What follows belongs to an exercise in optimizing a design on an open flow for small area, a short achievable clock period and few clock cycles; a production flow would make more cautious choices.
Where RTL was checked, it was by simulation tests only, not by an equivalence proof against the original.
Only the layout flow was run in runs 3 to 7; the RTL was not checked for function there.
Power and IR drop assume default switching activity.

<file path="flow/config.mk">
export PLATFORM = sky130hd
export DESIGN_NAME = axi4_mgr
export DESIGN_NICKNAME = axi4_mgr
export VERILOG_FILES = /design/flow/design.v
export SDC_FILE = /design/flow/constraint.sdc
export NUM_CORES = 4
export LEC_CHECK = 0
export CAP_MARGIN = 20
export CORE_AREA = 10 10 190 190
export DIE_AREA = 0 0 200 200
export SLEW_MARGIN = 20
</file>
<file path="flow/constraint.sdc">
create_clock -name core_clock -period 4.5 [get_ports {clk_i}]
set_input_delay 0.9000 -clock core_clock [delete_from_list [all_inputs] [get_ports {clk_i}]]
set_output_delay 0.9000 -clock core_clock [all_outputs]
set_load 0.01 [all_outputs]
</file>
<file path="flow/design.v">
module axi4_mgr # (
  parameter unsigned AXI4_ADDR_WIDTH    = 32,
  parameter unsigned AXI4_DATA_WIDTH    = 64,
  parameter unsigned AXI_XSIZE         = (AXI4_DATA_WIDTH / 8),
  parameter unsigned DATA_COUNT_WIDTH  =  8
) (
  input  logic                         clk_i,
  input  logic                         rstn_i,
  input  logic [                2-1:0] req_i,
  input  logic [  AXI4_ADDR_WIDTH-1:0] axi_wr_addr_i,
  input  logic [  AXI4_ADDR_WIDTH-1:0] axi_rd_addr_i,
  input  logic                         wr_fifo_gnt_i,
  input  logic                         rd_fifo_req_i,
  input  logic [  AXI4_DATA_WIDTH-1:0] wr_fifo_data_i,
  input  logic [ DATA_COUNT_WIDTH-1:0] wr_data_count_i,
  input  logic [ DATA_COUNT_WIDTH-1:0] rd_data_count_i,
  output logic [                2-1:0] busy_o,    
  output logic [                2-1:0] wr_err_o,  
  output logic [                2-1:0] rd_err_o,  
  output logic                         wr_fifo_req_o,
  output logic                         rd_fifo_gnt_o,
  output logic [  AXI4_DATA_WIDTH-1:0] rd_fifo_data_o,
  output logic [  AXI4_ADDR_WIDTH-1:0] m_axi_aw_addr,
  output logic [                8-1:0] m_axi_aw_len,
  output logic [                3-1:0] m_axi_aw_size,
  output logic [                2-1:0] m_axi_aw_burst,
  output logic                         m_axi_aw_valid,
  input  logic                         m_axi_aw_ready,
  output logic [  AXI4_DATA_WIDTH-1:0] m_axi_w_data,
  output logic [AXI4_DATA_WIDTH/8-1:0] m_axi_w_strb,
  output logic                         m_axi_w_last,
  output logic                         m_axi_w_valid,
  input  logic                         m_axi_w_ready,
  input  logic [                2-1:0] m_axi_b_resp,
  input  logic                         m_axi_b_valid,
  output logic                         m_axi_b_ready,
  output logic [  AXI4_ADDR_WIDTH-1:0] m_axi_ar_addr,
  output logic [                8-1:0] m_axi_ar_len,
  output logic [                3-1:0] m_axi_ar_size,
  output logic [                2-1:0] m_axi_ar_burst,
  output logic                         m_axi_ar_valid,
  input  logic                         m_axi_ar_ready,
  input  logic [  AXI4_DATA_WIDTH-1:0] m_axi_r_data,
  input  logic [                2-1:0] m_axi_r_resp,
  input  logic                         m_axi_r_last,
  input  logic                         m_axi_r_valid,
  output logic                         m_axi_r_ready
);
  localparam int AW = AXI4_ADDR_WIDTH;
  logic          busy_wr_r, aw_valid_r, w_valid_r;
  logic [AW-1:3] aw_addr_r;
  logic [   7:0] aw_len_r;      
  logic [   1:0] wr_err_r;
  logic          busy_rd_r, ar_valid_r;
  logic [AW-1:3] ar_addr_r;
  logic [   7:0] ar_len_r;
  logic [   1:0] rd_err_r;
  logic wr_start, rd_start, w_hs, r_hs;
  assign wr_start = req_i[0] & ~busy_wr_r & (wr_data_count_i != '0);
  assign rd_start = req_i[1] & ~busy_rd_r & (rd_data_count_i != '0);
  assign w_hs     = w_valid_r & m_axi_w_ready;
  assign r_hs     = m_axi_r_valid & rd_fifo_req_i;
  assign busy_o         = {busy_rd_r, busy_wr_r};
  assign wr_err_o       = wr_err_r;
  assign rd_err_o       = rd_err_r;
  assign m_axi_aw_addr  = {aw_addr_r, 3'b000};
  assign m_axi_aw_len   = aw_len_r;
  assign m_axi_aw_size  = $clog2(AXI_XSIZE);
  assign m_axi_aw_burst = 2'b01;
  assign m_axi_aw_valid = aw_valid_r;
  assign m_axi_w_data   = wr_fifo_data_i;
  assign m_axi_w_strb   = '1;
  assign m_axi_w_last   = (aw_len_r == '0);
  assign m_axi_w_valid  = w_valid_r;
  assign wr_fifo_req_o  = w_hs;
  assign m_axi_b_ready  = 1'b1;
  assign m_axi_ar_addr  = {ar_addr_r, 3'b000};
  assign m_axi_ar_len   = ar_len_r;
  assign m_axi_ar_size  = $clog2(AXI_XSIZE);
  assign m_axi_ar_burst = 2'b01;
  assign m_axi_ar_valid = ar_valid_r;
  assign m_axi_r_ready  = rd_fifo_req_i;
  assign rd_fifo_gnt_o  = r_hs;
  assign rd_fifo_data_o = m_axi_r_data;
  always_ff @(posedge clk_i or negedge rstn_i) begin
    if (~rstn_i) begin
      busy_wr_r  <= 1'b0;
      aw_valid_r <= 1'b0;
      w_valid_r  <= 1'b0;
    end else begin
      if (wr_start) begin
        busy_wr_r  <= 1'b1;
        aw_valid_r <= 1'b1;
      end else if (aw_valid_r) begin
        if (m_axi_aw_ready) begin
          aw_valid_r <= 1'b0;
          w_valid_r  <= 1'b1;
        end
      end else if (w_valid_r) begin
        if (m_axi_w_ready && aw_len_r == '0) w_valid_r <= 1'b0;
      end else if (m_axi_b_valid) begin
        busy_wr_r <= 1'b0;
      end
    end
  end
  always_ff @(posedge clk_i) begin
    if (wr_start) begin
      aw_addr_r <= axi_wr_addr_i[AW-1:3];
      aw_len_r  <= wr_data_count_i - 8'd1;
    end else if (w_hs) begin
      aw_len_r  <= aw_len_r - 8'd1;
    end
  end
  always_ff @(posedge clk_i or negedge rstn_i) begin
    if (~rstn_i) begin
      busy_rd_r  <= 1'b0;
      ar_valid_r <= 1'b0;
    end else begin
      if (rd_start) begin
        busy_rd_r  <= 1'b1;
        ar_valid_r <= 1'b1;
      end else if (ar_valid_r) begin
        if (m_axi_ar_ready) ar_valid_r <= 1'b0;
      end else if (r_hs && m_axi_r_last) begin
        busy_rd_r <= 1'b0;
      end
    end
  end
  always_ff @(posedge clk_i) begin
    if (rd_start) begin
      ar_addr_r <= axi_rd_addr_i[AW-1:3];
      ar_len_r  <= rd_data_count_i - 8'd1;
    end
  end
  always_ff @(posedge clk_i or negedge rstn_i) begin
    if (~rstn_i) begin
      wr_err_r <= '0;
      rd_err_r <= '0;
    end else begin
      if (~busy_wr_r & req_i[0])   wr_err_r <= '0;
      else if (m_axi_b_resp != '0) wr_err_r <= m_axi_b_resp;
      if (~busy_rd_r & req_i[1])   rd_err_r <= '0;
      else if (m_axi_r_resp != '0) rd_err_r <= m_axi_r_resp;
    end
  end
endmodule
</file>
<file path="flow/run.sh">
#!/bin/bash
# synth_recipe.tcl (not shown) runs the flow's synth.tcl, then flattens the netlist and writes it again
# the make line also repeats each setting of config.mk as NAME=value (left out here)
make -C /OpenROAD-flow-scripts/flow DESIGN_CONFIG=/design/flow/config.mk WORK_HOME=/design/flow/orfs CLKGATE_MAP_FILE= SYNTH_SCRIPT=/design/flow/synth_recipe.tcl finish
</file>
==> results of run 1 <==
## cells in the mapped netlist, types with 2 or more instances
master | instances | area (µm²)
edfxtp_1 | 74 | 2222
buf_4 | 156 | 1171
nand3_1 | 3 | 15.01
conb_1 | 2 | 7.510
nor3_1 | 3 | 15.01
nor2_1 | 14 | 52.55
mux2i_1 | 6 | 60.06
buf_6 | 2 | 22.52
xnor2_1 | 6 | 52.55
a21oi_1 | 7 | 35.03
nand2_1 | 11 | 41.29
and2_1 | 2 | 12.51
inv_1 | 13 | 48.80
nand3b_1 | 3 | 22.52
o21ai_0 | 3 | 15.01
ha_1 | 3 | 37.54
nand2b_1 | 4 | 25.02
xor2_1 | 5 | 43.79
dfrtp_1 | 9 | 225.2
## how the worst max path moves through the flow
stage / start / endpoint / cells past startpoint
2_1_floorplan: req_i[0] / aw_len_r[0]$_DFFE_PP_ / 6
3_3_place_gp: wr_data_count_i[3] / aw_len_r[6]$_DFFE_PP_ / 10
3_5_place_dp: wr_data_count_i[3] / aw_len_r[4]$_DFFE_PP_ / 9
4_1_cts: m_axi_w_ready / wr_fifo_req_o / 3
5_1_grt: m_axi_w_ready / wr_fifo_req_o / 3
6_report: m_axi_w_ready / wr_fifo_req_o / 3
## sequential cells by signal, summed over array words and instances (netlist names)
signal and cells:
aw_valid_r 1, ar_addr_r 29, ar_len_r 8, aw_len_r 8, rd_err_r 2, wr_err_r 2, ar_valid_r 1, busy_wr_r 1
aw_addr_r 29, busy_rd_r 1, w_valid_r 1
## area by class of cell
cell class,count,area (µm²)
multi-input combinational,113,685.7
fill,3444,26040
tap,435,544.3
clock buffer,11,232.7
inverter,13,48.80
timing repair buffer,177,1767
clock inverter,5,32.53
sequential,83,2447
## metal layers
metal / track usage / vias up
met3: 0.05944 / 61
met1: 0.05265 / 1120
met2: 0.1177 / 268
li1: - / 1077
met4: 0.04403 / 0
met5: 0 / -
## report_power, final
group	switching [mW]	internal [mW]	leakage (nW)
Combinational	0.388	0.420	1.07
Sequential	0.0936	1.06	0.795
Clock	0.296	0.372	0.122
Total	0.777	1.85	1.99
## per-stage QoR
step           hold WS, ps  setup slack, ps
6_report             528.1             1459
5_1_grt              573.0             1410
4_1_cts              530.6             1429
3_5_place_dp         517.2             1216
3_3_place_gp         506.1             1268
2_1_floorplan        466.4             1849
## cells by family (layout without fill, tap and decap cells)
group                      count (synthesis)  count (layout)  synth area share
AOI/OAI and AO/OA                         18              18           0.02742
DFF                                       83              83            0.5706
muxes                                      6               6           0.01400
adders and majority gates                  3               3          0.008752
other                                      2              25          0.001751
and+or+nand+nor                           50              50           0.06534
xor gates and xnor gates                  11              11           0.02246
buffers and inverters                    171             206            0.2897
## worst max-delay path, stage by stage
cell and delay, ps:
clkdlybuf4s50_1 490, and2_1 170, clkdlybuf4s50_1 570
==> metrics.cfg, run 1 <==
[status]
status = timing/DRC/antenna clean

[layout]
area_growth_pct = 34.25
finalNonFillerCells = 837
final_core_util = 0.1811
nNetsFinal = 624
layout_commonest_cell = clkdlybuf4s50_1
antennaDiodeCount = 0
drive_gt1_frac = 0.05970
layout_common_cells = clkdlybuf4s50_1, edfxtp_1, conb_1
finalInstanceArea_um2 = 5758

[synthesis]
synth-edff-count = 74
ys_seq_area_frac = 0.5706
avgSynthCellArea_um2 = 12.47
synthCells = 344
synthDistinctLibCells = 37
netlist_area_um2 = 4289
yosys_warnings = 1
ys.flop_type = edfxtp_1
async_reset_ff_frac = 0.1084
postSynthRegisterBits = 83

[global_route]
track_usage = 0.06995
overflow = 0
grt_first_pass_wirelength_mm = 19.75
grt_pass1_vias = 2689
grt_max_degree = 32
antenna_found_initial = 0

[power_and_ir_drop]
power_density_nw_per_um2 = 456.4
total_leakage_power_nw = 1.987
power.total_mw = 2.628
ir_worst_vdd_mv = 0.2559

[floorplanning]
start_util = 0.1349
num_rows = 65
die_y_um = 200
die-area_um2 = 40000
die_x_um = 200
coreArea_um2 = 31800
ios = 464

[drt]
drt-initial-drc-count = 70
ant_nets = 0
viasPerCell = 3.018
route.met2.wl_mm = 7.029
wl_met1_mm = 4.223
wl_met3_mm = 3.299
vias = 2526
wl_mm = 15.25
dr.pass1.iters = 4
routed.top_layer = met4
wl_per_cell_um = 18.22
drc_errors = 0

[worst_setup_path]
crit_fanout = 2
reg2reg_to = aw_len_r[4]$_DFFE_PP_
crit_required_ps = 3600
cp-start-kind = input port
r2r_start = busy_wr_r$_DFFE_PN0P_
rrSetupSlack_ps = 2350
cp-end-kind = output pin
crit_arrival_ps = 2140
path_class = in -> out
worst_r2r_path_depth = 7

[min_path]
holdPathStages = 2
hold_path_end = busy_rd_r$_DFFE_PN0P_
hold_start = busy_rd_r$_DFFE_PN0P_
hp-class = reg -> reg

[clock_tree]
postCtsSetupBuffers = 0
clk_latency_ps = 350
cts_buffer_depth = 2
cts-resized-gates = 0
clk_transition_reported_paths_ps = 60
htree_levels = 3
clkSinkCount = 83
cts_root_buf = clkbuf_16
cts_tree = built
cts-buffers-inserted = 9
hold_buffers = 0

[sta]
max_freq_ghz = 0.3289
setup_viol = 0
finClkSkew_ps = 8.162
rsz0062_at_grt = no
tns_ps = 0
min_period_ps = 3041
period_share = 0.6757
worstMarginPinSlew_ps = 552.8
slew_violations = 0
slew_headroom = 0.6303
hold_viol = 0

[run]
drv_cap = 0

[placement]
gp_congestion = 0.7680
io_buffers = 175
place_hpwl_mm = 13.31
dp_cells = 821
placed_cell_area_um2 = 5493

Testbench counts, summed over its fixed seeds: cycles 38,180.
==> run 2: changes to the inputs <==
==> flow/flow/run.sh (new file) <==
#!/bin/bash
# Standard ORFS layout, with the port buffers made from the small buf_1 cell
# instead of the delay buffer buffer_ports picks by default.
set -euo pipefail
export BUFFER_PORTS_ARGS="-buffer_cell sky130_fd_sc_hd__buf_1"
bash standard.sh finish > orfs_make.log 2>&1
==> flow/standard.sh (new file) <==
#!/bin/bash
# synth_recipe.tcl (not shown) runs the flow's synth.tcl, then flattens the netlist and writes it again
# the make line also repeats each setting of config.mk as NAME=value (left out here)
make -C /OpenROAD-flow-scripts/flow DESIGN_CONFIG=/design/flow/config.mk WORK_HOME=/design/flow/orfs CLKGATE_MAP_FILE= SYNTH_SCRIPT=/design/flow/synth_recipe.tcl "${@:-finish}"
removed: flow/run.sh
==> metrics.cfg, run 2 <==
[placement]
place_hpwl_mm = 12.65  ; was 13.31 mm
dp_cells = 821  ; unchanged
io_buffers = 175  ; unchanged
gp_congestion = 0.8013  ; was 0.7680

[worst_setup_path]
cp-start-kind = input port  ; unchanged
crit_fanout = 11  ; was 2
path_class = in -> reg  ; was in -> out
critical-path-max-stage-delay_ps = 380  ; was 570 ps
reg2reg_to = aw_len_r[4]$_DFFE_PP_  ; unchanged
crit_required_ps = 4580  ; was 3600 ps
r2r_start = busy_wr_r$_DFFE_PN0P_  ; unchanged
crit_arrival_ps = 2620  ; was 2140 ps
worstPathCellList = buf_1 > nor4_4 > nand2_1 > nand2_2 > mux2i_1 > ha_1 > inv_1 > nor3_1 > xnor2_1  ; was clkdlybuf4s50_1 > and2_1 > clkdlybuf4s50_1
worst_r2r_path_depth = 7  ; unchanged
cp-end-kind = flip-flop  ; was output pin
slowest_stage = nor4_4  ; was clkdlybuf4s50_1
rrSetupSlack_ps = 2330  ; was 2350 ps

[sta]
slew_violations = 0  ; unchanged
max_freq_ghz = 0.3938  ; was 0.3289 GHz
finClkSkew_ps = 6.494  ; was 8.162 ps
setup_viol = 0  ; unchanged
slew_headroom = 0.5049  ; was 0.6303
rsz0062_at_grt = no  ; unchanged
tns_ps = 0  ; unchanged
worstMarginPinSlew_ps = 742.6  ; was 552.8 ps
hold_viol = 0  ; unchanged
period_share = 0.5643  ; was 0.6757
min_period_ps = 2539  ; was 3041 ps

[synthesis]
post-synth-top-count-cell = buf_4  ; unchanged
yosys_warnings = 1  ; unchanged
synthTopCellsByArea = edfxtp_1, buf_4, dfrtp_1  ; unchanged
synth_top_area_share = 0.5181  ; unchanged
synth_top_cells_by_count = buf_4, edfxtp_1, nor2_1  ; unchanged
synth-edff-count = 74  ; unchanged
ys.flop_type = edfxtp_1  ; unchanged
netlist_area_um2 = 4289  ; unchanged
postSynthRegisterBits = 83  ; unchanged
ys_seq_area_frac = 0.5706  ; unchanged
netlist.top_cell.by_area = edfxtp_1  ; unchanged
avgSynthCellArea_um2 = 12.47  ; unchanged
synthCells = 344  ; unchanged
synthDistinctLibCells = 37  ; unchanged
async_reset_ff_frac = 0.1084  ; unchanged

[clock_tree]
postCtsSetupBuffers = 0  ; unchanged
cts-buffers-inserted = 9  ; unchanged
cts_tree = built  ; unchanged
hold_buffers = 0  ; unchanged
cts_root_buf = clkbuf_16  ; unchanged
clk_latency_ps = 330  ; was 350 ps
htree_levels = 3  ; unchanged
clkSinkCount = 83  ; unchanged
cts-resized-gates = 0  ; unchanged
cts_buffer_depth = 2  ; unchanged
clk_transition_reported_paths_ps = 70  ; was 60 ps

[layout]
finalNonFillerCells = 837  ; unchanged
drive_gt1_frac = 0.06219  ; was 0.05970
layout_common_cells = buf_1, edfxtp_1, conb_1  ; was clkdlybuf4s50_1, edfxtp_1, conb_1
layout_commonest_cell = buf_1  ; was clkdlybuf4s50_1
area_growth_pct = 8.985  ; was 34.25%
nNetsFinal = 624  ; unchanged
antennaDiodeCount = 0  ; unchanged
largestRegisters = ar_addr_r x29, aw_addr_r x29  ; unchanged

[floorplanning]
die-area_um2 = 40000  ; unchanged
start_util = 0.1349  ; unchanged
die_y_um = 200  ; unchanged
ios = 464  ; unchanged
num_rows = 65  ; unchanged
coreArea_um2 = 31800  ; unchanged
die_x_um = 200  ; unchanged

[drt]
wl_mm = 14.37  ; was 15.25 mm
dr.pass1.iters = 4  ; unchanged
drc_errors = 0  ; unchanged
wl_per_cell_um = 17.17  ; was 18.22 µm
viasPerCell = 3.001  ; was 3.018
ant_nets = 0  ; unchanged
drt-initial-drc-count = 72  ; was 70
vias = 2512  ; was 2,526

[global_route]
overflow = 0  ; unchanged
grt_pass1_vias = 2670  ; was 2,689
antenna_found_initial = 0  ; unchanged
grt_first_pass_wirelength_mm = 18.27  ; was 19.75 mm
grt_max_degree = 31  ; was 32
track_usage = 0.06475  ; was 0.06995

[power_and_ir_drop]
ir_worst_vdd_mv = 0.1381  ; was 0.2559 mV
p_int_mw = 1.616  ; was 1.850 mW
power_density_nw_per_um2 = 511.5  ; was 456.4 nW/µm²
clkPwrFrac = 0.284  ; was 0.254
total_leakage_power_nw = 1.523  ; was 1.987 nW
p_comb_frac = 0.236  ; was 0.308
switching_share = 0.3243  ; was 0.2959
p_seq_frac = 0.480  ; was 0.439
switching_power_mw = 0.7754  ; was 0.7775 mW

[min_path]
hp-class = reg -> reg  ; unchanged
hold_start = busy_rd_r$_DFFE_PN0P_  ; unchanged
hold_path_end = busy_rd_r$_DFFE_PN0P_  ; unchanged
holdPathStages = 2  ; unchanged

[status]
status = timing/DRC/antenna clean  ; unchanged

[run]
drv_cap = 0  ; unchanged

-- run 2: changes by cell type in the layout (fill, tap and decap cells not counted) --
cell	change
buf_1	+175
clkdlybuf4s50_1	-175
inv_6	+3
clkbuf_1	-2
clkinvlp_4	-2
clkinv_1	+1
clkinv_2	-1
clkinv_4	+1
-- run 2: area by class of cell --
class | instances | area (µm²)
Tap cell | 435 | 544.3
Multi-Input combinational cell | 113 | 685.7
Clock inverter | 7 | 51.30
Timing Repair Buffer | 177 | 671.9
Clock buffer | 9 | 225.2
Inverter | 13 | 48.80
Fill cell | 3557 | 27120
Sequential cell | 83 | 2447
-- run 2: power groups by stage --
stage                     registers [mW]  clock network (mW)  logic [mW]
after floorplan                     1.23                   0       0.407
after global placement              1.17                   0       0.571
after detailed placement            1.17                   0       0.577
after CTS                           1.15               0.712       0.579
after global routing                1.17               0.739       0.636
final                               1.15               0.680       0.564
-- run 2: how the worst max path moves through the flow --
| stage | from | end | slack, ps | cells past startpoint |
|---|---|---|---|---|
| 2_1_floorplan | req_i[0] | aw_len_r[0]$_DFFE_PP_ | 1850 | 6 |
| 3_3_place_gp | wr_data_count_i[3] | aw_len_r[4]$_DFFE_PP_ | 1610 | 9 |
| 3_5_place_dp | wr_data_count_i[3] | aw_len_r[4]$_DFFE_PP_ | 1560 | 9 |
| 4_1_cts | wr_data_count_i[3] | aw_len_r[4]$_DFFE_PP_ | 1930 | 9 |
| 5_1_grt | wr_data_count_i[3] | aw_len_r[4]$_DFFE_PP_ | 1780 | 9 |
| 6_report | wr_data_count_i[3] | aw_len_r[4]$_DFFE_PP_ | 1960 | 9 |
-- run 2: metal layers --
metal  up-vias  GRT usage  part of all wire
met5         -          0                 0
met4         0    0.04599             0.049
met3        62    0.05141              0.22
met2       266     0.1146              0.47
met1      1111    0.04450              0.26
li1       1073          -                 -
-- run 2: cells by family after synthesis --
family,share of synthesized area
mux,0.01400
simple gates,0.06534
other cells,0.001751
fa+ha+maj,0.008752
flops,0.5706
buf+inv,0.2897
compound gates,0.02742
xor+xnor,0.02246
-- run 2: critical path, delay by kind of cell --
family / cells / cell delay (ps)
xor+xnor: 1 / 100
simple gates: 4 / 990
mux: 1 / 270
fa+ha+maj: 1 / 180
buf+inv: 2 / 190
-- run 2: stage by stage --
stage | power [mW] | cell area [µm²] | util | hold slack [ps] | worst slack, ps
5_1_grt | 2.542 | 4674 | 0.1470 | 566.2 | 1781
4_1_cts | 2.442 | 4674 | 0.1470 | 514.8 | 1934
3_3_place_gp | 1.736 | 4398 | 0.1383 | 505.1 | 1614
3_5_place_dp | 1.745 | 4398 | 0.1383 | 500.4 | 1560
6_report | 2.391 | 4674 | 0.1470 | 517.6 | 1961
2_1_floorplan | 1.634 | 4375 | - | 466.4 | 1849
==> run 3: changes to the inputs <==
--- a/flow/design.v
+++ b/flow/design.v
@@ -104,7 +104,7 @@
     end
   end
   always_ff @(posedge clk_i) begin
-    if (wr_start) begin
+    if (~busy_wr_r) begin
       aw_addr_r <= axi_wr_addr_i[AW-1:3];
       aw_len_r  <= wr_data_count_i - 8'd1;
     end else if (w_hs) begin
@@ -127,7 +127,7 @@
     end
   end
   always_ff @(posedge clk_i) begin
-    if (rd_start) begin
+    if (~busy_rd_r) begin
       ar_addr_r <= axi_rd_addr_i[AW-1:3];
       ar_len_r  <= rd_data_count_i - 8'd1;
     end
==> metrics.cfg, run 3 <==
[sta]
period_share = 0.5728  ; was 0.5643
slew_headroom = 0.5101  ; was 0.5049
hold_viol = 0  ; unchanged
slew_violations = 0  ; unchanged
setup_viol = 0  ; unchanged
max_freq_ghz = 0.3879  ; was 0.3938 GHz
worstMarginPinSlew_ps = 734.8  ; was 742.6 ps
holdWs_ps = 528.8  ; was 517.6 ps
min_period_ps = 2578  ; was 2539 ps
rsz0062_at_grt = no  ; unchanged
tns_ps = 0  ; unchanged
finClkSkew_ps = 7.762  ; was 6.494 ps
setup_ws_ps = 1922  ; was 1961 ps

[min_path]
holdPathStages = 2  ; unchanged
hp-class = reg -> reg  ; unchanged

[global_route]
grt-busiest-layer = met2  ; unchanged
grt.met3_usage = 0.04772  ; was 0.05141
antenna_found_initial = 0  ; unchanged
overflow = 0  ; unchanged
grt_first_pass_wirelength_mm = 18.27  ; unchanged
use_met2 = 0.1245  ; was 0.1146
grt_util_met1 = 0.04130  ; was 0.04450
track_usage = 0.06589  ; was 0.06475
grt_max_degree = 31  ; unchanged
grt_pass1_vias = 2451  ; was 2,670

[power_and_ir_drop]
total_leakage_power_nw = 1.514  ; was 1.523 nW
power_density_nw_per_um2 = 551.0  ; was 511.5 nW/µm²
ir_worst_vdd_mv = 0.1621  ; was 0.1381 mV
power.total_mw = 2.563  ; was 2.391 mW

[clock_tree]
postCtsSetupBuffers = 0  ; unchanged
clkSinkCount = 83  ; unchanged
hold_buffers = 0  ; unchanged
cts_buffer_depth = 2  ; unchanged
cts_root_buf = clkbuf_16  ; unchanged
cts-resized-gates = 0  ; unchanged
cts-buffers-inserted = 9  ; unchanged
htree_levels = 3  ; unchanged
clk_transition_reported_paths_ps = 60  ; was 70 ps
clk_latency_ps = 340  ; was 330 ps
cts_tree = built  ; unchanged

[worst_setup_path]
worstPathCellList = nor4_1 > and3b_1 > buf_1  ; was buf_1 > nor4_4 > nand2_1 > nand2_2 > mux2i_1 > ha_1 > inv_1 > nor3_1 > xnor2_1
crit_family = simple AND/OR/NAND/NOR gates  ; unchanged
crit_fanout = 3  ; was 11
worst_r2r_path_depth = 5  ; was 7
critical-path-max-stage-delay_ps = 410  ; was 380 ps
cp-end-kind = output pin  ; was flip-flop
path_class = reg -> out  ; was in -> reg
crit_arrival_ps = 1680  ; was 2620 ps
cp-start-kind = flip-flop  ; was input port
slowest_stage = edfxtp_1  ; was nor4_4
crit_required_ps = 3600  ; was 4580 ps
cp_num_cells = 3  ; was 9
critPathBufInv = 1  ; was 2

[layout]
nNetsFinal = 611  ; was 624
layout_common_cells = buf_1, edfxtp_1, conb_1  ; unchanged
finalNonFillerCells = 824  ; was 837
finalInstanceArea_um2 = 4651  ; was 4674 µm²
area_growth_pct = 9.970  ; was 8.985%
drive_gt1_frac = 0.05656  ; was 0.06219
antennaDiodeCount = 0  ; unchanged
layout_commonest_cell = buf_1  ; unchanged
largestRegisters = ar_addr_r x29, aw_addr_r x29  ; unchanged
final_core_util = 0.1463  ; was 0.1470

[drt]
drt-initial-drc-count = 62  ; was 72
viasPerCell = 2.961  ; was 3.001
drc_errors = 0  ; unchanged
wl_mm = 14.74  ; was 14.37 mm
ant_nets = 0  ; unchanged
vias = 2440  ; was 2,512
wl_per_cell_um = 17.89  ; was 17.17 µm
dr.pass1.iters = 6  ; was 4

[synthesis]
postSynthRegisterBits = 83  ; unchanged
yosys_warnings = 1  ; unchanged
ys.flop_type = edfxtp_1  ; unchanged
avgSynthCellArea_um2 = 12.74  ; was 12.47 µm²
netlist.top_cell.by_area = edfxtp_1  ; unchanged
synth_top_cells_by_count = buf_4, edfxtp_1, inv_1  ; was buf_4, edfxtp_1, nor2_1
synthDistinctLibCells = 31  ; was 37
synth-edff-count = 74  ; unchanged
post-synth-top-count-cell = buf_4  ; unchanged
synthCells = 332  ; was 344
async_reset_ff_frac = 0.1084  ; unchanged
ys_seq_area_frac = 0.5787  ; was 0.5706
synthTopCellsByArea = edfxtp_1, buf_4, dfrtp_1  ; unchanged
synth_top_area_share = 0.5254  ; was 0.5181
netlist_area_um2 = 4229  ; was 4289 µm²

[status]
status = timing/DRC/antenna clean  ; unchanged

[floorplanning]
start_util = 0.1330  ; was 0.1349
die_x_um = 200  ; unchanged
ios = 464  ; unchanged
num_rows = 65  ; unchanged
coreArea_um2 = 31800  ; unchanged
die_y_um = 200  ; unchanged
die-area_um2 = 40000  ; unchanged

[placement]
io_buffers = 175  ; unchanged
dp_cells = 808  ; was 821
placed_cell_area_um2 = 4344  ; was 4398 µm²
dp_worst_setup_slack_ps = 2234  ; was 1560 ps
gp_congestion = 0.7858  ; was 0.8013
place_hpwl_mm = 13.06  ; was 12.65 mm

[run]
drv_cap = 0  ; unchanged

## run 3: kinds of logic (layout without fill, tap and decap cells)
kind of cell / after synthesis / after routing / share of synthesized area
XOR/XNOR: 15 / 15 / 0.03107
AND/OR/NAND/NOR: 40 / 40 / 0.05296
buffers and inverters: 168 / 202 / 0.2879
AO/OA/AOI/OAI: 14 / 14 / 0.02219
multiplexers: 7 / 7 / 0.01657
adder cells (fa/ha/maj): 3 / 3 / 0.008877
other: 2 / 25 / 0.001776
flip-flops: 83 / 83 / 0.5787
## run 3: area by class of cell
cell class	instances	area, µm²
Inverter	10	37.54
Timing Repair Buffer	176	664.4
Sequential cell	83	2447
Tap cell	435	544.3
Multi-Input combinational cell	104	650.6
Clock buffer	9	225.2
Clock inverter	7	81.33
Fill cell	3550	27150
## run 3: final timing paths
check	startpoint	endpoint	slack (ps)
max	aw_len_r[6]$_DFFE_PP_	m_axi_w_last	1920
min	rd_err_r[0]$_DFFE_PN0P_	rd_err_r[0]$_DFFE_PN0P_	530
max reg2reg	busy_wr_r$_DFFE_PN0P_	aw_len_r[4]$_DFFE_PP_	2490
min reg2reg	rd_err_r[0]$_DFFE_PN0P_	rd_err_r[0]$_DFFE_PN0P_	530
max in group asynchronous	rstn_i	busy_rd_r$_DFFE_PN0P_	3570
min in group asynchronous	rstn_i	rd_err_r[1]$_DFFE_PN0P_	540
## run 3: worst min-delay path: stages, from the launching register on
cell and delay (ps):
dfrtp_1 340, a21oi_1 70, nor2_1 70
## run 3: layer usage
layer / share of wire / routed length [µm] / up-vias
li1: - / - / 1036
met4: 0.056 / 828 / 0
met2: 0.50 / 7374 / 282
met1: 0.24 / 3503 / 1051
met3: 0.21 / 3037 / 71
met5: 0 / 0 / -
## run 3: report_power, final
| group | switching, mW | internal (mW) |
|---|---|---|
| combinational | 0.409 | 0.182 |
| clock | 0.306 | 0.437 |
| sequential | 0.110 | 1.12 |
==> run 4: changes to the inputs <==
--- a/flow/design.v
+++ b/flow/design.v
@@ -51,6 +51,7 @@
   logic [AW-1:3] aw_addr_r;
   logic [   7:0] aw_len_r;      
   logic [   1:0] wr_err_r;
+  logic          w_last_r;      
   logic          busy_rd_r, ar_valid_r;
   logic [AW-1:3] ar_addr_r;
   logic [   7:0] ar_len_r;
@@ -70,7 +71,7 @@
   assign m_axi_aw_valid = aw_valid_r;
   assign m_axi_w_data   = wr_fifo_data_i;
   assign m_axi_w_strb   = '1;
-  assign m_axi_w_last   = (aw_len_r == '0);
+  assign m_axi_w_last   = w_last_r;
   assign m_axi_w_valid  = w_valid_r;
   assign wr_fifo_req_o  = w_hs;
   assign m_axi_b_ready  = 1'b1;
@@ -107,8 +108,10 @@
     if (~busy_wr_r) begin
       aw_addr_r <= axi_wr_addr_i[AW-1:3];
       aw_len_r  <= wr_data_count_i - 8'd1;
+      w_last_r  <= (wr_data_count_i == 8'd1);
     end else if (w_hs) begin
       aw_len_r  <= aw_len_r - 8'd1;
+      w_last_r  <= (aw_len_r == 8'd1);
     end
   end
   always_ff @(posedge clk_i or negedge rstn_i) begin
==> metrics.cfg, run 4 <==
[clock_tree]
htree_levels = 3  ; unchanged
postCtsSetupBuffers = 0  ; unchanged
cts_buffer_depth = 2  ; unchanged
cts_tree = built  ; unchanged
clk_transition_reported_paths_ps = 60  ; about the same
hold_buffers = 0  ; unchanged
clkSinkCount = 84  ; was 83
cts-resized-gates = 0  ; unchanged
clk_latency_ps = 340  ; about the same
cts-buffers-inserted = 9  ; unchanged
cts_root_buf = clkbuf_16  ; unchanged

[placement]
placed_cell_area_um2 = 4496  ; was 4344 µm²
gp_congestion = 0.7687  ; was 0.7858
dp_cells = 830  ; was 808
place_hpwl_mm = 13.65  ; was 13.06 mm
io_buffers = 175  ; unchanged

[global_route]
track_usage = 0.06974  ; was 0.06589
grt_pass1_vias = 2603  ; was 2,451
grt_max_degree = 28  ; was 31
grt_first_pass_wirelength_mm = 19.11  ; was 18.27 mm
antenna_found_initial = 0  ; unchanged
overflow = 0  ; unchanged

[synthesis]
synth-edff-count = 75  ; was 74
synth_top_cells_by_count = buf_4, edfxtp_1, inv_1  ; unchanged
yosys_warnings = 1  ; unchanged
async_reset_ff_frac = 0.1071  ; was 0.1084
avgSynthCellArea_um2 = 12.41  ; was 12.74 µm²
synthTopCellsByArea = edfxtp_1, buf_4, dfrtp_1  ; unchanged
postSynthRegisterBits = 84  ; was 83
post-synth-top-count-cell = buf_4  ; unchanged
synthCells = 352  ; was 332
ys.flop_type = edfxtp_1  ; unchanged
netlist_area_um2 = 4368  ; was 4229 µm²
synth_top_area_share = 0.5156  ; was 0.5254
ys_seq_area_frac = 0.5672  ; was 0.5787
synthDistinctLibCells = 33  ; was 31
netlist.top_cell.by_area = edfxtp_1  ; unchanged

[power_and_ir_drop]
p_comb_frac = 0.233  ; was 0.230
p_int_mw = 1.670  ; was 1.738 mW
switching_share = 0.3230  ; was 0.3219
power_density_nw_per_um2 = 518.4  ; was 551.0 nW/µm²
switching_power_mw = 0.7967  ; was 0.8250 mW
power.total_mw = 2.467  ; was 2.563 mW
total_leakage_power_nw = 1.569  ; was 1.514 nW
clkPwrFrac = 0.268  ; was 0.290
p_seq_frac = 0.499  ; was 0.480
ir_worst_vdd_mv = 0.1829  ; was 0.1621 mV

[sta]
min_period_ps = 2269  ; was 2578 ps
hold_viol = 0  ; unchanged
slew_violations = 0  ; unchanged
slew_headroom = 0.5096  ; was 0.5101
finClkSkew_ps = 7.982  ; was 7.762 ps
period_share = 0.5041  ; was 0.5728
setup_viol = 0  ; unchanged
tns_ps = 0  ; unchanged
max_freq_ghz = 0.4408  ; was 0.3879 GHz
rsz0062_at_grt = no  ; unchanged
worstMarginPinSlew_ps = 735.5  ; was 734.8 ps

[drt]
viasPerCell = 2.999  ; was 2.961
dr.pass1.iters = 4  ; was 6
wl_met1_mm = 4.067  ; was 3.503 mm
wl_met3_mm = 3.623  ; was 3.037 mm
wl_per_cell_um = 18.37  ; was 17.89 µm
routed.top_layer = met4  ; unchanged
wl_mm = 15.54  ; was 14.74 mm
route.met2.wl_mm = 7.075  ; was 7.374 mm
drt-initial-drc-count = 125  ; was 62
ant_nets = 0  ; unchanged
vias = 2537  ; was 2,440
drc_errors = 0  ; unchanged

[worst_setup_path]
cp-end-kind = output pin  ; unchanged
worst_r2r_path_depth = 4  ; was 5
reg2reg_to = w_valid_r$_DFFE_PN0P_  ; was aw_len_r[4]$_DFFE_PP_
critPathBufInv = 1  ; unchanged
crit_required_ps = 3600  ; about the same
cp-start-kind = flip-flop  ; unchanged
worstPathCellList = buf_1  ; was nor4_1 > and3b_1 > buf_1
critical-path-max-stage-delay_ps = 790  ; was 410 ps
crit_family = flip-flops  ; was simple AND/OR/NAND/NOR gates
path_class = reg -> out  ; unchanged
crit_fanout = 17  ; was 3
crit_arrival_ps = 1370  ; was 1680 ps
slowest_stage = dfrtp_1  ; was edfxtp_1
r2r_start = aw_len_r[4]$_DFFE_PP_  ; was busy_wr_r$_DFFE_PN0P_
rrSetupSlack_ps = 2530  ; was 2490 ps

[floorplanning]
die_y_um = 200  ; unchanged
start_util = 0.1374  ; was 0.1330
coreArea_um2 = 31800  ; unchanged
ios = 464  ; unchanged
die-area_um2 = 40000  ; unchanged
die_x_um = 200  ; unchanged
num_rows = 65  ; unchanged

[min_path]
hp-class = reg -> reg  ; unchanged
hold_start = rd_err_r[0]$_DFFE_PN0P_  ; unchanged
holdPathStages = 2  ; unchanged
hold_path_end = rd_err_r[0]$_DFFE_PN0P_  ; unchanged

[layout]
finalNonFillerCells = 846  ; was 824
layout_common_cells = buf_1, edfxtp_1, conb_1  ; unchanged
final_core_util = 0.1496  ; was 0.1463
finalInstanceArea_um2 = 4758  ; was 4651 µm²
layout_commonest_cell = buf_1  ; unchanged
area_growth_pct = 8.937  ; was 9.970%
largestRegisters = ar_addr_r x29, aw_addr_r x29  ; unchanged
nNetsFinal = 638  ; was 611
drive_gt1_frac = 0.04136  ; was 0.05656
antennaDiodeCount = 0  ; unchanged

[status]
status = timing/DRC/antenna clean  ; unchanged

[run]
drv_cap = 0  ; unchanged

run 4: how the worst max path moves through the flow:
stage               endpoint  slack, ps                  start  depth (start not counted)
2_1_floorplan  rd_fifo_gnt_o       2530          m_axi_r_valid                          1
3_3_place_gp   wr_fifo_req_o       2220          m_axi_w_ready                          3
3_5_place_dp   wr_fifo_req_o       2220          m_axi_w_ready                          3
4_1_cts            busy_o[0]       2200  busy_wr_r$_DFFE_PN0P_                          1
5_1_grt            busy_o[0]       2130  busy_wr_r$_DFFE_PN0P_                          1
6_report           busy_o[0]       2230  busy_wr_r$_DFFE_PN0P_                          1
run 4: final cells by class:
class	count	area [µm²]
fill	3541	27040
inverter	14	52.55
clock inverter	5	30.03
clock buffer	11	232.7
timing repair buffer	177	671.9
sequential	84	2477
tap	435	544.3
multi-input combinational	120	749.5
run 4: metrics by stage:
step,hold WS (ps),worst slack [ps]
after floorplan,527.2,2530
after global placement,499.3,2219
after detailed placement,521.1,2224
after CTS,536.1,2204
after global routing,575.0,2133
final,530.9,2231
run 4: routing by layer:
layer	track usage	vias to the layer above
met1	0.04873	1079
li1	-	1103
met2	0.1167	278
met5	0.007643	-
met3	0.06196	77
met4	0.04964	0
run 4: logic make-up after synthesis:
family,synth area share
AOI/OAI and AO/OA,0.02234
xor gates and xnor gates,0.03409
adders and majority gates,0.02292
buffers and inverters,0.2810
DFF,0.5672
muxes,0.01146
other,0.001719
and+or+nand+nor,0.05930
run 4: power groups by stage:
stage	clock network [mW]	logic (mW)	registers, mW
after floorplan	0	0.374	1.32
after global placement	0	0.588	1.25
after detailed placement	0	0.591	1.25
after CTS	0.684	0.593	1.23
after global routing	0.710	0.645	1.26
final	0.661	0.574	1.23
==> run 5: changes to the inputs <==
--- a/flow/config.mk
+++ b/flow/config.mk
@@ -8,4 +8,5 @@
 export CAP_MARGIN = 20
 export CORE_AREA = 10 10 190 190
 export DIE_AREA = 0 0 200 200
+export SETUP_SLACK_MARGIN = 2.6
 export SLEW_MARGIN = 20
==> metrics.cfg, run 5 <==
[worst_setup_path]
cp-end-kind = output pin  ; unchanged
path_class = in -> out  ; was reg -> out
crit_required_ps = 3600  ; about the same
cp-start-kind = input port  ; was flip-flop
crit_fanout = 2  ; was 17
crit_arrival_ps = 1240  ; was 1370 ps

[floorplanning]
start_util = 0.1374  ; unchanged
coreArea_um2 = 31800  ; unchanged
die_y_um = 200  ; unchanged
die_x_um = 200  ; unchanged
ios = 464  ; unchanged
die-area_um2 = 40000  ; unchanged
num_rows = 65  ; unchanged

[clock_tree]
clkSinkCount = 84  ; unchanged
cts_buffer_depth = 2  ; unchanged
cts_root_buf = clkbuf_16  ; unchanged
cts_tree = built  ; unchanged
hold_buffers = 0  ; unchanged
clk_latency_ps = 330  ; was 340 ps
cts-buffers-inserted = 9  ; unchanged
clk_transition_reported_paths_ps = 60  ; about the same
htree_levels = 3  ; unchanged

[sta]
holdWs_ps = 522.6  ; was 530.9 ps
min_period_ps = 2138  ; was 2269 ps
worstMarginPinSlew_ps = 658.6  ; was 735.5 ps
rsz0062_at_grt = yes  ; was no
setup_viol = 0  ; unchanged
slew_violations = 0  ; unchanged
slew_headroom = 0.5605  ; was 0.5096
tns_ps = 0  ; unchanged
finClkSkew_ps = 8.301  ; was 7.982 ps
hold_viol = 0  ; unchanged
max_freq_ghz = 0.4678  ; was 0.4408 GHz
period_share = 0.4751  ; was 0.5041

[power_and_ir_drop]
ir_worst_vdd_mv = 0.1653  ; was 0.1829 mV
power_density_nw_per_um2 = 527.7  ; was 518.4 nW/µm²
power.total_mw = 2.599  ; was 2.467 mW
total_leakage_power_nw = 1.674  ; was 1.569 nW

[global_route]
track_usage = 0.06455  ; was 0.06974
grt_pass1_vias = 2650  ; was 2,603
grt_max_degree = 32  ; was 28
antenna_found_initial = 0  ; unchanged
grt_util_met1 = 0.04443  ; was 0.04873
use_met2 = 0.1120  ; was 0.1167
overflow = 0  ; unchanged
grt-busiest-layer = met2  ; unchanged
grt.met3_usage = 0.04940  ; was 0.06196
grt_first_pass_wirelength_mm = 18.08  ; was 19.11 mm

[layout]
area_growth_pct = 12.75  ; was 8.937%
final_core_util = 0.1549  ; was 0.1496
finalNonFillerCells = 857  ; was 846
largestRegisters = ar_addr_r x29, aw_addr_r x29  ; unchanged
drive_gt1_frac = 0.1090  ; was 0.04136
layout_common_cells = buf_1, edfxtp_1, conb_1  ; unchanged
antennaDiodeCount = 0  ; unchanged
fill_cells = 3543  ; was 3,541
layout_commonest_cell = buf_1  ; unchanged
nNetsFinal = 649  ; was 638

[synthesis]
synth_top_area_share = 0.5156  ; unchanged
synth-edff-count = 75  ; unchanged
synthTopCellsByArea = edfxtp_1, buf_4, dfrtp_1  ; unchanged
netlist_area_um2 = 4368  ; unchanged
post-synth-top-count-cell = buf_4  ; unchanged
synthDistinctLibCells = 33  ; unchanged
postSynthRegisterBits = 84  ; unchanged
ys_seq_area_frac = 0.5672  ; unchanged
async_reset_ff_frac = 0.1071  ; unchanged
yosys_warnings = 1  ; unchanged
synth_top_cells_by_count = buf_4, edfxtp_1, inv_1  ; unchanged
synthCells = 352  ; unchanged
avgSynthCellArea_um2 = 12.41  ; unchanged
netlist.top_cell.by_area = edfxtp_1  ; unchanged
ys.flop_type = edfxtp_1  ; unchanged

[placement]
dp_cells = 829  ; was 830
io_buffers = 175  ; unchanged
place_hpwl_mm = 12.50  ; was 13.65 mm
gp_congestion = 0.7943  ; was 0.7687

[min_path]
hp-class = reg -> reg  ; unchanged

[drt]
vias = 2592  ; was 2,537
viasPerCell = 3.025  ; was 2.999
drc_errors = 0  ; unchanged
wl_per_cell_um = 16.81  ; was 18.37 µm
dr.pass1.iters = 4  ; unchanged
drt-initial-drc-count = 63  ; was 125
ant_nets = 0  ; unchanged
wl_mm = 14.41  ; was 15.54 mm

[run]
drv_cap = 0  ; unchanged

[status]
status = timing/DRC/antenna clean  ; unchanged

## run 5: cell count changes in the layout (fill, tap and decap cells not counted), moves of 2 or more
cell      before  now
buf_6          0    3
buf_2          0    3
and2_1         2    0
and2_4         0    2
clkbuf_2       0    4
buf_4          2   13
buf_1        175  165
## run 5: power by group
part	leakage, nW	switching (mW)	internal (mW)
combinational	0.728	0.431	0.227
clock	0.140	0.295	0.430
sequential	0.806	0.0928	1.12
## run 5: worst paths after layout
kind / start / to / slack (ps) / cells after the start
setup / recovery: m_axi_w_ready / wr_fifo_req_o / 2360 / 3
hold / removal: rd_err_r[0]$_DFFE_PN0P_ / rd_err_r[0]$_DFFE_PN0P_ / 520 / 2
setup reg to reg: aw_len_r[5]$_DFFE_PP_ / w_valid_r$_DFFE_PN0P_ / 2660 / 4
hold reg to reg: rd_err_r[0]$_DFFE_PN0P_ / rd_err_r[0]$_DFFE_PN0P_ / 520 / 2
max in group asynchronous: rstn_i / busy_wr_r$_DFFE_PN0P_ / 3490 / 1
min in group asynchronous: rstn_i / ar_valid_r$_DFF_PN0_ / 550 / 1
## run 5: metrics by stage
| step | setup WS, ps | cell area [µm²] |
|---|---|---|
| 6_report | 2362 | 4925 |
| 5_1_grt | 2357 | 4925 |
| 4_1_cts | 2356 | 4862 |
| 3_5_place_dp | 2284 | 4493 |
| 3_3_place_gp | 2287 | 4493 |
| 2_1_floorplan | 2555 | 4943 |
## run 5: cells by family (layout without fill, tap and decap cells)
family	Yosys count	after routing	synth area share
compound gates	15	15	0.02234
xor+xnor	17	17	0.03409
fa+ha+maj	8	8	0.02292
buf+inv	171	218	0.2810
flops	84	84	0.5672
mux	5	5	0.01146
other cells	2	25	0.001719
simple gates	50	50	0.05930
## run 5: area by class of cell
type,count,area [µm²],share of cell area
Inverter,14,52.55,0.01067
Timing Repair Buffer,188,785.8,0.1596
Clock buffer,10,229.0,0.04649
Sequential cell,84,2481,0.5038
Tap cell,435,544.3,0.1105
Multi-Input combinational cell,120,768.2,0.1560
Clock inverter,6,63.81,0.01296
## run 5: worst max-delay path: stages
cell    delay, ps
buf_6          90
and2_4        130
buf_6         120
## run 5: routing by layer
layer / part of all wire / up-vias
li1: - / 1128
met1: 0.26 / 1124
met2: 0.47 / 274
met3: 0.22 / 64
met4: 0.058 / 2
met5: 0.0034 / -
## run 5: what timing repair did
action / CTS / global route
setup buffers: 7 / 5
gates cloned: 0 / 0
pin swaps: 1 / 1
resized for setup: 9 / 11
endpoints found under the setup margin: 7 / 9
==> run 6: changes to the inputs <==
--- a/flow/config.mk
+++ b/flow/config.mk
@@ -7,6 +7,6 @@
 export LEC_CHECK = 0
 export CAP_MARGIN = 20
 export CORE_AREA = 10 10 190 190
+export CTS_BUF_LIST = sky130_fd_sc_hd__clkbuf_8
 export DIE_AREA = 0 0 200 200
-export SETUP_SLACK_MARGIN = 2.6
 export SLEW_MARGIN = 20
==> metrics.cfg, run 6 <==
[status]
status = timing/DRC/antenna clean  ; unchanged

[placement]
io_buffers = 175  ; unchanged
dp_worst_setup_slack_ps = 2224  ; was 2284 ps
gp_congestion = 0.7687  ; was 0.7943
place_hpwl_mm = 13.65  ; was 12.50 mm

[worst_setup_path]
slowest_stage = dfrtp_1  ; was and2_4
crit_family = flip-flops  ; was buffers and inverters
cp-start-kind = flip-flop  ; was input port
path_class = reg -> out  ; was in -> out
cp-end-kind = output pin  ; unchanged
worstPathCellList = buf_1  ; was buf_6 > and2_4 > buf_6
crit_fanout = 17  ; was 2
crit_arrival_ps = 1380  ; was 1240 ps
crit_required_ps = 3600  ; about the same
worst_r2r_path_depth = 4  ; unchanged
critPathBufInv = 1  ; was 2
critical-path-max-stage-delay_ps = 800  ; was 130 ps
cp_num_cells = 1  ; was 3

[floorplanning]
die_x_um = 200  ; unchanged
die_y_um = 200  ; unchanged
start_util = 0.1374  ; unchanged
coreArea_um2 = 31800  ; unchanged
ios = 464  ; unchanged
num_rows = 65  ; unchanged
die-area_um2 = 40000  ; unchanged

[sta]
slew_violations = 0  ; unchanged
finClkSkew_ps = 16.03  ; was 8.301 ps
period_share = 0.5076  ; was 0.4751
setup_viol = 0  ; unchanged
min_period_ps = 2284  ; was 2138 ps
slew_headroom = 0.4864  ; was 0.5605
max_freq_ghz = 0.4378  ; was 0.4678 GHz
hold_viol = 0  ; unchanged
rsz0062_at_grt = no  ; was yes
worstMarginPinSlew_ps = 770.4  ; was 658.6 ps
tns_ps = 0  ; unchanged
setup_ws_ps = 2216  ; was 2362 ps

[drt]
drc_errors = 0  ; unchanged
ant_nets = 0  ; unchanged
viasPerCell = 2.987  ; was 3.025
wl_per_cell_um = 18.35  ; was 16.81 µm
dr.pass1.iters = 5  ; was 4
drt-initial-drc-count = 81  ; was 63
vias = 2527  ; was 2,592
wl_mm = 15.52  ; was 14.41 mm

[synthesis]
synth_compound_area_frac = 0.02234  ; unchanged
post-synth-top-count-cell = buf_4  ; unchanged
synth-edff-count = 75  ; unchanged
netlist_area_um2 = 4368  ; unchanged
synth_adder_area_share = 0.02292  ; unchanged
synth_top_family_by_area = buffers and inverters  ; unchanged
synth_top_cells_by_count = buf_4, edfxtp_1, inv_1  ; unchanged
ys_seq_area_frac = 0.5672  ; unchanged
yosys_warnings = 1  ; unchanged
synth-xor-area-share = 0.03409  ; unchanged
ys.flop_type = edfxtp_1  ; unchanged
postSynthRegisterBits = 84  ; unchanged
yosys.area_share.simple = 0.05930  ; unchanged
avgSynthCellArea_um2 = 12.41  ; unchanged
synth_top_area_share = 0.5156  ; unchanged
async_reset_ff_frac = 0.1071  ; unchanged
muxShareOfSynthArea = 0.01146  ; unchanged
synthTopCellsByArea = edfxtp_1, buf_4, dfrtp_1  ; unchanged
synthCells = 352  ; unchanged
synthDistinctLibCells = 33  ; unchanged
netlist.top_cell.by_area = edfxtp_1  ; unchanged

[run]
drv_cap = 0  ; unchanged

[clock_tree]
cts-buffers-inserted = 9  ; unchanged
cts_tree = built  ; unchanged
cts_root_buf = clkbuf_8  ; was clkbuf_16
clk_transition_reported_paths_ps = 80  ; was 60 ps
cts-resized-gates = 0  ; was 9
cts_buffer_depth = 2  ; unchanged
postCtsSetupBuffers = 0  ; was 7
hold_buffers = 0  ; unchanged
htree_levels = 3  ; unchanged
clk_latency_ps = 360  ; was 330 ps
clkSinkCount = 84  ; unchanged

[global_route]
track_usage = 0.06971  ; was 0.06455
antenna_found_initial = 0  ; unchanged
grt_max_degree = 28  ; was 32
grt_pass1_vias = 2597  ; was 2,650
grt_first_pass_wirelength_mm = 19.19  ; was 18.08 mm
overflow = 0  ; unchanged

[layout]
layout_commonest_cell = buf_1  ; unchanged
area_growth_pct = 6.617  ; was 12.75%
drive_gt1_frac = 0.04136  ; was 0.1090
antennaDiodeCount = 0  ; unchanged
nNetsFinal = 638  ; was 649
largestRegisters = ar_addr_r x29, aw_addr_r x29  ; unchanged
layout_common_cells = buf_1, edfxtp_1, conb_1  ; unchanged
fill_cells = 3553  ; was 3,543

[power_and_ir_drop]
power_density_nw_per_um2 = 484.6  ; was 527.7 nW/µm²
ir_worst_vdd_mv = 0.1346  ; was 0.1653 mV
total_leakage_power_nw = 1.531  ; was 1.674 nW

[min_path]
holdPathStages = 2  ; unchanged
hp-class = reg -> reg  ; unchanged

[run 6: cell counts after synthesis]
No cell type changed its count.
[run 6: kinds of logic (layout without fill, tap and decap cells)]
family / after synthesis / after routing
flip-flops: 84 / 84
AND/OR/NAND/NOR: 50 / 50
multiplexers: 5 / 5
XOR/XNOR: 17 / 17
buffers and inverters: 171 / 207
AO/OA/AOI/OAI: 15 / 15
adder cells (fa/ha/maj): 8 / 8
other: 2 / 25
[run 6: area by class of cell]
type | count | area, µm² | share of cell area
flip-flops and latches | 84 | 2477 | 0.5320
multi-input cells | 120 | 749.5 | 0.1609
repair buffers | 177 | 671.9 | 0.1443
well taps | 435 | 544.3 | 0.1169
clock buffers | 9 | 123.9 | 0.02660
inverters | 14 | 52.55 | 0.01128
clock inverters | 7 | 37.54 | 0.008060
[run 6: per-stage QoR]
step           instances  hold WS, ps  utilization  power, mW  cell area, µm²
2_1_floorplan        375        527.2            -      1.694            4454
3_3_place_gp         830        499.3       0.1414      1.834            4496
3_5_place_dp         830        521.1       0.1414      1.841            4496
4_1_cts              846        541.2       0.1464      2.307            4657
5_1_grt              846        578.6       0.1464      2.404            4657
6_report             846        534.7       0.1464      2.257            4657
[run 6: power by group]
group | switching (mW) | internal (mW)
registers | 0.110 | 1.12
clock network | 0.261 | 0.194
logic | 0.394 | 0.179
total | 0.766 | 1.49
[run 6: final timing paths]
path                                          from  slack [ps]                       to
max                          busy_wr_r$_DFFE_PN0P_        2220                busy_o[0]
min                        rd_err_r[0]$_DFFE_PN0P_         530  rd_err_r[0]$_DFFE_PN0P_
max reg2reg                  aw_len_r[4]$_DFFE_PP_        2560    w_valid_r$_DFFE_PN0P_
min reg2reg                rd_err_r[0]$_DFFE_PN0P_         530  rd_err_r[0]$_DFFE_PN0P_
max in group asynchronous                   rstn_i        3420    w_valid_r$_DFFE_PN0P_
min in group asynchronous                   rstn_i         590     ar_valid_r$_DFF_PN0_
[run 6: metal layers]
metal / vias to the layer above / share of wire / track usage
li1: 1100 / - / -
met1: 1067 / 0.24 / 0.04460
met2: 280 / 0.45 / 0.1162
met3: 78 / 0.25 / 0.06564
met4: 2 / 0.053 / 0.05496
met5: - / 0.0041 / 0.01146
==> run 7: changes to the inputs <==
--- a/flow/config.mk
+++ b/flow/config.mk
@@ -7,6 +7,6 @@
 export LEC_CHECK = 0
 export CAP_MARGIN = 20
 export CORE_AREA = 10 10 190 190
-export CTS_BUF_LIST = sky130_fd_sc_hd__clkbuf_8
+export CTS_BUF_LIST = sky130_fd_sc_hd__clkbuf_4 sky130_fd_sc_hd__clkbuf_8
 export DIE_AREA = 0 0 200 200
 export SLEW_MARGIN = 20
==> metrics.cfg, run 7 <==
[synthesis]
yosys_warnings = 1  ; unchanged
postSynthRegisterBits = 84  ; unchanged
synth_top_cells_by_count = buf_4, edfxtp_1, inv_1  ; unchanged
ys.flop_type = edfxtp_1  ; unchanged
synthDistinctLibCells = 33  ; unchanged
ys_seq_area_frac = 0.5672  ; unchanged
netlist_area_um2 = 4368  ; unchanged
avgSynthCellArea_um2 = 12.41  ; unchanged
synth_top_area_share = 0.5156  ; unchanged
synth-edff-count = 75  ; unchanged
synthCells = 352  ; unchanged
async_reset_ff_frac = 0.1071  ; unchanged
netlist.top_cell.by_area = edfxtp_1  ; unchanged
post-synth-top-count-cell = buf_4  ; unchanged
synthTopCellsByArea = edfxtp_1, buf_4, dfrtp_1  ; unchanged

[global_route]
track_usage = 0.06953  ; was 0.06971
overflow = 0  ; unchanged
grt_first_pass_wirelength_mm = 19.14  ; was 19.19 mm
grt_pass1_vias = 2591  ; was 2,597
antenna_found_initial = 0  ; unchanged
grt_max_degree = 28  ; unchanged

[placement]
gp_congestion = 0.7687  ; unchanged
place_hpwl_mm = 13.65  ; unchanged
io_buffers = 175  ; unchanged
dp_worst_setup_slack_ps = 2224  ; unchanged
placed_cell_area_um2 = 4496  ; unchanged

[sta]
tns_ps = 0  ; unchanged
period_share = 0.5078  ; was 0.5076
max_freq_ghz = 0.4376  ; was 0.4378 GHz
finClkSkew_ps = 16.00  ; was 16.03 ps
hold_viol = 0  ; unchanged
min_period_ps = 2285  ; was 2284 ps
slew_headroom = 0.5003  ; was 0.4864
setup_ws_ps = 2215  ; was 2216 ps
rsz0062_at_grt = no  ; unchanged
setup_viol = 0  ; unchanged
slew_violations = 0  ; unchanged
worstMarginPinSlew_ps = 749.5  ; was 770.4 ps

[min_path]
hold_path_end = rd_err_r[0]$_DFFE_PN0P_  ; unchanged
hold_start = rd_err_r[0]$_DFFE_PN0P_  ; unchanged
holdPathStages = 2  ; unchanged
hp-class = reg -> reg  ; unchanged

[layout]
drive_gt1_frac = 0.04623  ; was 0.04136
layout_common_cells = buf_1, edfxtp_1, conb_1  ; unchanged
area_growth_pct = 6.789  ; was 6.617%
finalInstanceArea_um2 = 4664  ; was 4657 µm²
nNetsFinal = 638  ; unchanged
fill_cells = 3550  ; was 3,553
layout_commonest_cell = buf_1  ; unchanged
largestRegisters = ar_addr_r x29, aw_addr_r x29  ; unchanged
antennaDiodeCount = 0  ; unchanged

[clock_tree]
cts-resized-gates = 0  ; unchanged
cts_tree = built  ; unchanged
cts-buffers-inserted = 9  ; unchanged
cts_root_buf = clkbuf_8  ; unchanged
clk_latency_ps = 360  ; about the same
hold_buffers = 0  ; unchanged
clkSinkCount = 84  ; unchanged
cts_buffer_depth = 2  ; unchanged
htree_levels = 3  ; unchanged
clk_transition_reported_paths_ps = 80  ; about the same
postCtsSetupBuffers = 0  ; unchanged

[worst_setup_path]
crit_family = flip-flops  ; unchanged
path_class = reg -> out  ; unchanged
r2r_start = aw_len_r[4]$_DFFE_PP_  ; unchanged
critical-path-max-stage-delay_ps = 800  ; about the same
slowest_stage = dfrtp_1  ; unchanged
cp-end-kind = output pin  ; unchanged
crit_arrival_ps = 1390  ; was 1380 ps
worst_r2r_path_depth = 4  ; unchanged
reg2reg_to = w_valid_r$_DFFE_PN0P_  ; unchanged
cp-start-kind = flip-flop  ; unchanged
rrSetupSlack_ps = 2550  ; was 2560 ps
critPathBufInv = 1  ; unchanged
crit_required_ps = 3600  ; about the same
worstPathCellList = buf_1  ; unchanged
crit_fanout = 17  ; unchanged

[power_and_ir_drop]
ir_worst_vdd_mv = 0.1348  ; was 0.1346 mV
power.total_mw = 2.273  ; was 2.257 mW
power_density_nw_per_um2 = 487.3  ; was 484.6 nW/µm²
total_leakage_power_nw = 1.530  ; was 1.531 nW

[drt]
wl_per_cell_um = 18.30  ; was 18.35 µm
dr.pass1.iters = 4  ; was 5
vias = 2533  ; was 2,527
ant_nets = 0  ; unchanged
viasPerCell = 2.994  ; was 2.987
drt-initial-drc-count = 87  ; was 81
wl_mm = 15.48  ; was 15.52 mm
drc_errors = 0  ; unchanged

[floorplanning]
die_x_um = 200  ; unchanged
die_y_um = 200  ; unchanged
die-area_um2 = 40000  ; unchanged
num_rows = 65  ; unchanged
ios = 464  ; unchanged
coreArea_um2 = 31800  ; unchanged
start_util = 0.1374  ; unchanged

[run]
drv_cap = 0  ; unchanged

[status]
status = timing/DRC/antenna clean  ; unchanged

-- run 7: cell counts after synthesis --
Identical to the previous run, type by type.
-- run 7: report_power, final --
group | total [mW] | internal (mW) | switching, mW
Clock | 0.471 | 0.210 | 0.261
Combinational | 0.573 | 0.179 | 0.394
Sequential | 1.23 | 1.12 | 0.110
Total | 2.27 | 1.51 | 0.766
-- run 7: cell families after synthesis --
| kind of cell | count (synthesis) | synth area share |
|---|---|---|
| xor gates and xnor gates | 17 | 0.03409 |
| other | 2 | 0.001719 |
| adders and majority gates | 8 | 0.02292 |
| buffers and inverters | 171 | 0.2810 |
| AOI/OAI and AO/OA | 15 | 0.02234 |
| DFF | 84 | 0.5672 |
| and+or+nand+nor | 50 | 0.05930 |
| muxes | 5 | 0.01146 |
-- run 7: cell type report --
type | count | area, µm² | share of cell area
well taps | 435 | 544.3 | 0.1167
clock buffers | 11 | 138.9 | 0.02977
inverters | 14 | 52.55 | 0.01127
flip-flops and latches | 84 | 2477 | 0.5311
multi-input cells | 120 | 749.5 | 0.1607
clock inverters | 5 | 30.03 | 0.006438
repair buffers | 177 | 671.9 | 0.1440
-- run 7: worst max-delay path by stage --
stage,from,end,cells past startpoint
after CTS,busy_wr_r$_DFFE_PN0P_,busy_o[0],1
after detailed placement,m_axi_w_ready,wr_fifo_req_o,3
final,busy_wr_r$_DFFE_PN0P_,busy_o[0],1
after floorplan,m_axi_r_valid,rd_fifo_gnt_o,1
after global routing,busy_wr_r$_DFFE_PN0P_,busy_o[0],1
after global placement,m_axi_w_ready,wr_fifo_req_o,3
-- run 7: through the flow --
stage	cells	hold slack [ps]	util
3_5_place_dp	830	521.1	0.1414
4_1_cts	846	541.2	0.1467
6_report	846	534.7	0.1467
2_1_floorplan	375	527.2	-
3_3_place_gp	830	499.3	0.1414
5_1_grt	846	578.6	0.1467
-- run 7: metal layers --
metal	up-vias	GRT usage	share of wire
li1	1101	-	-
met2	282	0.1156	0.45
met5	-	0.01146	0.0041
met1	1070	0.04461	0.24
met4	2	0.05496	0.053
met3	78	0.06564	0.25
==> run 8: changes to the inputs <==
--- a/flow/design.v
+++ b/flow/design.v
@@ -104,15 +104,15 @@
       end
     end
   end
+  logic [7:0] wcnt_m, wcnt_n;
+  logic       wcnt_d;
+  assign wcnt_m = busy_wr_r ? aw_len_r : wr_data_count_i;
+  assign wcnt_d = ~busy_wr_r | w_hs;
+  assign wcnt_n = wcnt_m - {7'd0, wcnt_d};
   always_ff @(posedge clk_i) begin
-    if (~busy_wr_r) begin
-      aw_addr_r <= axi_wr_addr_i[AW-1:3];
-      aw_len_r  <= wr_data_count_i - 8'd1;
-      w_last_r  <= (wr_data_count_i == 8'd1);
-    end else if (w_hs) begin
-      aw_len_r  <= aw_len_r - 8'd1;
-      w_last_r  <= (aw_len_r == 8'd1);
-    end
+    if (~busy_wr_r) aw_addr_r <= axi_wr_addr_i[AW-1:3];
+    aw_len_r <= wcnt_n;
+    if (wcnt_d) w_last_r <= (wcnt_m == 8'd1);
   end
   always_ff @(posedge clk_i or negedge rstn_i) begin
     if (~rstn_i) begin
==> flow/config.mk (replaced) <==
export PLATFORM = sky130hd
export DESIGN_NAME = axi4_mgr
export DESIGN_NICKNAME = axi4_mgr
export VERILOG_FILES = /design/flow/design.v
export SDC_FILE = /design/flow/constraint.sdc
export NUM_CORES = 4
export LEC_CHECK = 0
export CAP_MARGIN = 20
export CORE_AREA = 5 5 115 115
export CTS_BUF_LIST = sky130_fd_sc_hd__clkbuf_8
export DIE_AREA = 0 0 120 120
export SLEW_MARGIN = 20
==> metrics.cfg, run 8 <==
[synthesis]
async_reset_ff_frac = 0.1071  ; unchanged
avgSynthCellArea_um2 = 12.64  ; was 12.41 µm²
netlist.top_cell.by_area = edfxtp_1  ; unchanged
ys_seq_area_frac = 0.5660  ; was 0.5672
post-synth-top-count-cell = buf_4  ; unchanged
synth-edff-count = 67  ; was 75
yosys_warnings = 1  ; unchanged
synth_top_area_share = 0.4750  ; was 0.5156
synth_top_cells_by_count = buf_4, edfxtp_1, inv_1  ; unchanged
synthCells = 335  ; was 352
postSynthRegisterBits = 84  ; unchanged
synthTopCellsByArea = edfxtp_1, buf_4, dfrtp_1  ; unchanged
ys.flop_type = edfxtp_1  ; unchanged
netlist_area_um2 = 4235  ; was 4368 µm²
synthDistinctLibCells = 33  ; unchanged

[status]
haltStage = I/O pin placement
status = aborted with a tool error  ; was timing/DRC/antenna clean
firstError = [ERROR PPL-0024] Number of IO pins (464) exceeds maximum number of available positions (426). Increase the die perimeter from 480.00um to 631.04um.

[floorplanning]
num_rows = 40  ; was 65
die_y_um = 120  ; was 200 µm
die_x_um = 120  ; was 200 µm
start_util = 0.3541  ; was 0.1374

[run 8: logic make-up after synthesis]
| kind of cell | count (synthesis) | share of synthesized area |
|---|---|---|
| buffers and inverters | 172 | 0.2919 |
| DFF | 84 | 0.5660 |
| and+or+nand+nor | 36 | 0.05672 |
| AOI/OAI and AO/OA | 15 | 0.02304 |
| xor gates and xnor gates | 13 | 0.02688 |
| muxes | 8 | 0.01891 |
| adders and majority gates | 5 | 0.01477 |
| other | 2 | 0.001773 |
Testbench counts of run 8, summed over its fixed seeds: cycles 38,180.

separate check: timing with driven ports:
The results above use ideal ports. As a check the final layouts listed here were re-extracted and re-timed, cells and wires unchanged.
Step 1, drivers: a clkbuf_16 drives clk_i and a buf_2 each remaining input, both assumed.
Step 2 also shifts input and output timing later by t, the mid clock arrival at the registers, as if the neighbouring blocks saw the same clock.
Three values: no drivers, after step 1, after step 2; two values: the first two.
run	t, ns	setup WS [ns]	slew at the worst register clock pin (ns)	cell pins on the clock port's net
run 1	0.382	1.459 / 1.396 / 1.215	0.06 / 0.06	1
run 2	0.368	1.961 / 1.974 / 1.606	0.07 / 0.07	1
run 3	0.372	1.922 / 1.882 / 2.205	0.07 / 0.07	1
run 4	0.381	2.231 / 2.182 / 2.182	0.07 / 0.07	1
run 5	0.372	2.362 / 2.305 / 2.305	0.06 / 0.06	1
run 6	0.394	2.216 / 2.163 / 2.163	0.09 / 0.09	1
run 7	0.394	2.215 / 2.164 / 2.164	0.09 / 0.09	1
After both steps every run listed still meets setup and hold. The setup slack of run 2, which loses most, moves by +0.013 ns with the drivers and by -0.355 ns with both steps.
